From an optimization exercise on the open Yosys and OpenROAD flow, aimed at small area, a short achievable clock period and few clock cycles per item; shortcuts taken in it are not production practice.
Function was checked by simulation only, so behaviour that the tests miss may differ from the original.
Power is estimated from default activity; no workload was simulated.

== run A ==
==> flow/design.v <==
module huffman(clk, reset, gray_valid, gray_data, CNT_valid, CNT1, CNT2, CNT3, CNT4, CNT5, CNT6,
               code_valid, HC1, HC2, HC3, HC4, HC5, HC6, M1, M2, M3, M4, M5, M6);
input clk;
input reset;
input gray_valid;
input [7:0] gray_data;
output reg CNT_valid;
output [7:0] CNT1, CNT2, CNT3, CNT4, CNT5, CNT6;
output reg code_valid;
output [7:0] HC1, HC2, HC3, HC4, HC5, HC6;
output [7:0] M1, M2, M3, M4, M5, M6;
reg        gv1;          
reg        run;          
reg  [3:0] tc;           
reg  [7:0] w [0:5];      
reg  [5:0] m [0:5];      
reg  [4:0] r [1:6];      
assign CNT1 = w[5]; assign CNT2 = w[0]; assign CNT3 = w[1];
assign CNT4 = w[2]; assign CNT5 = w[3]; assign CNT6 = w[4];
wire go      = run | CNT_valid;
wire step    = go & (~tc[3] | (tc[2:0] < 3'd5));    
wire combine = (tc > 4'd4) & tc[0] & (tc != 4'd13);
wire [4:0] uns;
assign uns[0] = tc < 4'd4;
assign uns[1] = tc < 4'd3;
assign uns[2] = tc < 4'd2;
assign uns[3] = tc < 4'd1;
assign uns[4] = 1'b0;
wire [5:1] lt;
genvar gi;
generate for (gi = 1; gi < 6; gi = gi + 1) begin : g_lt
  assign lt[gi] = w[gi] < w[0];
end endgenerate
wire [4:0] c = uns | lt;
wire [7:0] sum = w[0] + w[1];
always @(posedge clk or posedge reset) begin
  if (reset) begin
    gv1 <= 1'b0; CNT_valid <= 1'b0; code_valid <= 1'b0;
    run <= 1'b0; tc <= 4'd0;
  end else begin
    gv1 <= gray_valid;
    CNT_valid <= gv1 & ~gray_valid;
    if (CNT_valid) run <= 1'b1;
    if (step) tc <= tc + 4'd1;
    code_valid <= step & (tc == 4'd12);
  end
end
integer i;
always @(posedge clk) begin
  if (reset) begin
    for (i = 0; i < 6; i = i + 1) w[i] <= 8'd0;
  end else if (step) begin
    if (combine) begin
      w[0] <= sum;
      for (i = 1; i < 5; i = i + 1) w[i] <= w[i+1];
      w[5] <= 8'hff;
    end else begin
      for (i = 0; i < 5; i = i + 1)
        if (c[i]) w[i] <= w[i+1];
        else if (i == 0 || c[i-1]) w[i] <= w[0];
      if (c[4]) w[5] <= w[0];
    end
  end else if (gray_valid & ~run) begin
    for (i = 0; i < 5; i = i + 1)
      if (gray_data[2:0] == i + 2) w[i] <= w[i] + 8'd1;
    if (gray_data[2:0] == 3'd1) w[5] <= w[5] + 8'd1;
  end
end
always @* m[5] = ~(m[0] | m[1] | m[2] | m[3] | m[4]);
always @(posedge clk or posedge reset) begin
  if (reset) begin
    m[0] <= 6'b000010; m[1] <= 6'b000100; m[2] <= 6'b001000;
    m[3] <= 6'b010000; m[4] <= 6'b100000;
  end else if (step) begin
    if (combine) begin
      m[0] <= m[0] | m[1];
      for (i = 1; i < 5; i = i + 1) m[i] <= m[i+1];
    end else begin
      for (i = 0; i < 5; i = i + 1)
        if (c[i]) m[i] <= m[i+1];
        else if (i == 0 || c[i-1]) m[i] <= m[0];
    end
  end
end
function [4:0] lead(input [4:0] v);    
  lead = {v[4], v[3] & ~v[4], v[2] & ~|v[4:3], v[1] & ~|v[4:2], v[0] & ~|v[4:1]};
endfunction
function [4:0] add_bit(input [4:0] v, input b);   
  reg [4:0] l;
  begin
    l = lead(v);
    add_bit = (v & ~l) | (l & {5{b}}) | {l[3:0], 1'b0};
  end
endfunction
genvar k;
generate for (k = 1; k <= 6; k = k + 1) begin : g_lvl
  wire a = m[0][k-1];
  wire b = m[1][k-1];
  always @(posedge clk or posedge reset) begin
    if (reset) r[k] <= 5'b00001;
    else if (step & combine & (a | b)) r[k] <= add_bit(r[k], a);
  end
end endgenerate
function [7:0] mask_of(input [4:0] v);
  mask_of = {3'b000, |v[4], |v[4:3], |v[4:2], |v[4:1], 1'b1};   
endfunction
function [7:0] code_of(input [4:0] v, input b);
  code_of = {3'b000, v & ({1'b0, |v[4], |v[4:3], |v[4:2], |v[4:1]} | {5{b}})};
endfunction
assign M1 = mask_of(r[1]); assign HC1 = code_of(r[1], m[0][0]);
assign M2 = mask_of(r[2]); assign HC2 = code_of(r[2], m[0][1]);
assign M3 = mask_of(r[3]); assign HC3 = code_of(r[3], m[0][2]);
assign M4 = mask_of(r[4]); assign HC4 = code_of(r[4], m[0][3]);
assign M5 = mask_of(r[5]); assign HC5 = code_of(r[5], m[0][4]);
assign M6 = mask_of(r[6]); assign HC6 = code_of(r[6], m[0][5]);
endmodule
clock: 4.0 ns
lec_check: 0
cap_margin: 20
core_margin: 2
core_utilization: 40
place_density: 0.75
setup_slack_margin: 1.3
slew_margin: 20
run.sh (not shown) runs the stock make flow with config.mk's settings and CLKGATE_MAP_FILE= SYNTH_SCRIPT=/design/flow/synth_recipe.tcl, a recipe that flattens the netlist after the stock synthesis.
Run A finished all stages; the layout is clean.
Testbench counts of run A, summed over its fixed seeds: cycles 22,080, images 192.
Input-level comparison between run B and run A:
- removing PLACE_DENSITY (formerly 0.75)
- changing SETUP_SLACK_MARGIN from 1.3 to 1.4
Notes after the runs:
- Each of the runs, namely run A and run B, reached the end of the flow and came out clean.
- Compared with run A, in run B via count of the first global-routing pass now smaller, time the worst path needs with I/O delays and setup now smaller.
- Cmp run B vs run A: number of optimization iterations in the first detailed-route pass lower in run B
- Run B vs run A on final setup skew: run B is the higher one.
- Compared with run A, in run B proportion of power drawn by combinational gates increased by 1.3 points relative to the old numbers, cell area increased by 2.8% relative to the old numbers, setup slack increased by 170 ps relative to the old numbers, hold slack decreased by 7.4 ps relative to the old numbers.
- The source-to-sink clock delay at the later pin of the worst-skew pair of run A and that of run B are within noise of each other.
Here is what was changed in the inputs of run C compared with run B.
- ABC_AREA: unset -> 1
No stage failed in run C, and the final checks on the layout all came back clean.
Changes observed in run C relative to run B: design area lost about 6%, core occupancy in the finished layout decreased 4.0 points.
Between run B and run C, the required time reported for the critical path endpoint is higher for run B.
Re via count of the first global-routing pass: run C is 2.1% up on run B.
Relative area change from synthesis to final layout: run C vs run B down 10 points
The hold slack was comparable across run B and run C.
The vias per cell in run B is 1.09 times that in run C.

-- what the ideal ports hide --
In the flow no input, the clock included, has a driving cell. The finished layouts below were timed again as built, in two steps.
Step 1: set_driving_cell puts a clkbuf_16 on clk and a buf_2 on each other input, an assumption about the parent block.
Step 2 also shifts input and output timing later by t, the mid clock arrival at the registers, as if the neighbouring blocks saw the same clock.
a / b / c = ideal / step 1 / step 2; a / b = the first two.
run | t, ns | setup slack, ns | worst hold slack (ns)
run A | 0.464 | 1.247 / 1.202 / 0.958 | 0.468 / 0.468 / 0.468
run B | 0.467 | 1.419 / 1.409 / 1.066 | 0.461 / 0.461 / 0.461
run C | 0.469 | 1.437 / 1.389 / 1.109 | 0.461 / 0.461 / 0.461
After both steps setup and hold are still met in every run listed. The setup slack of run B, which loses most, moves by -0.010 ns with the drivers and by -0.353 ns with both steps.
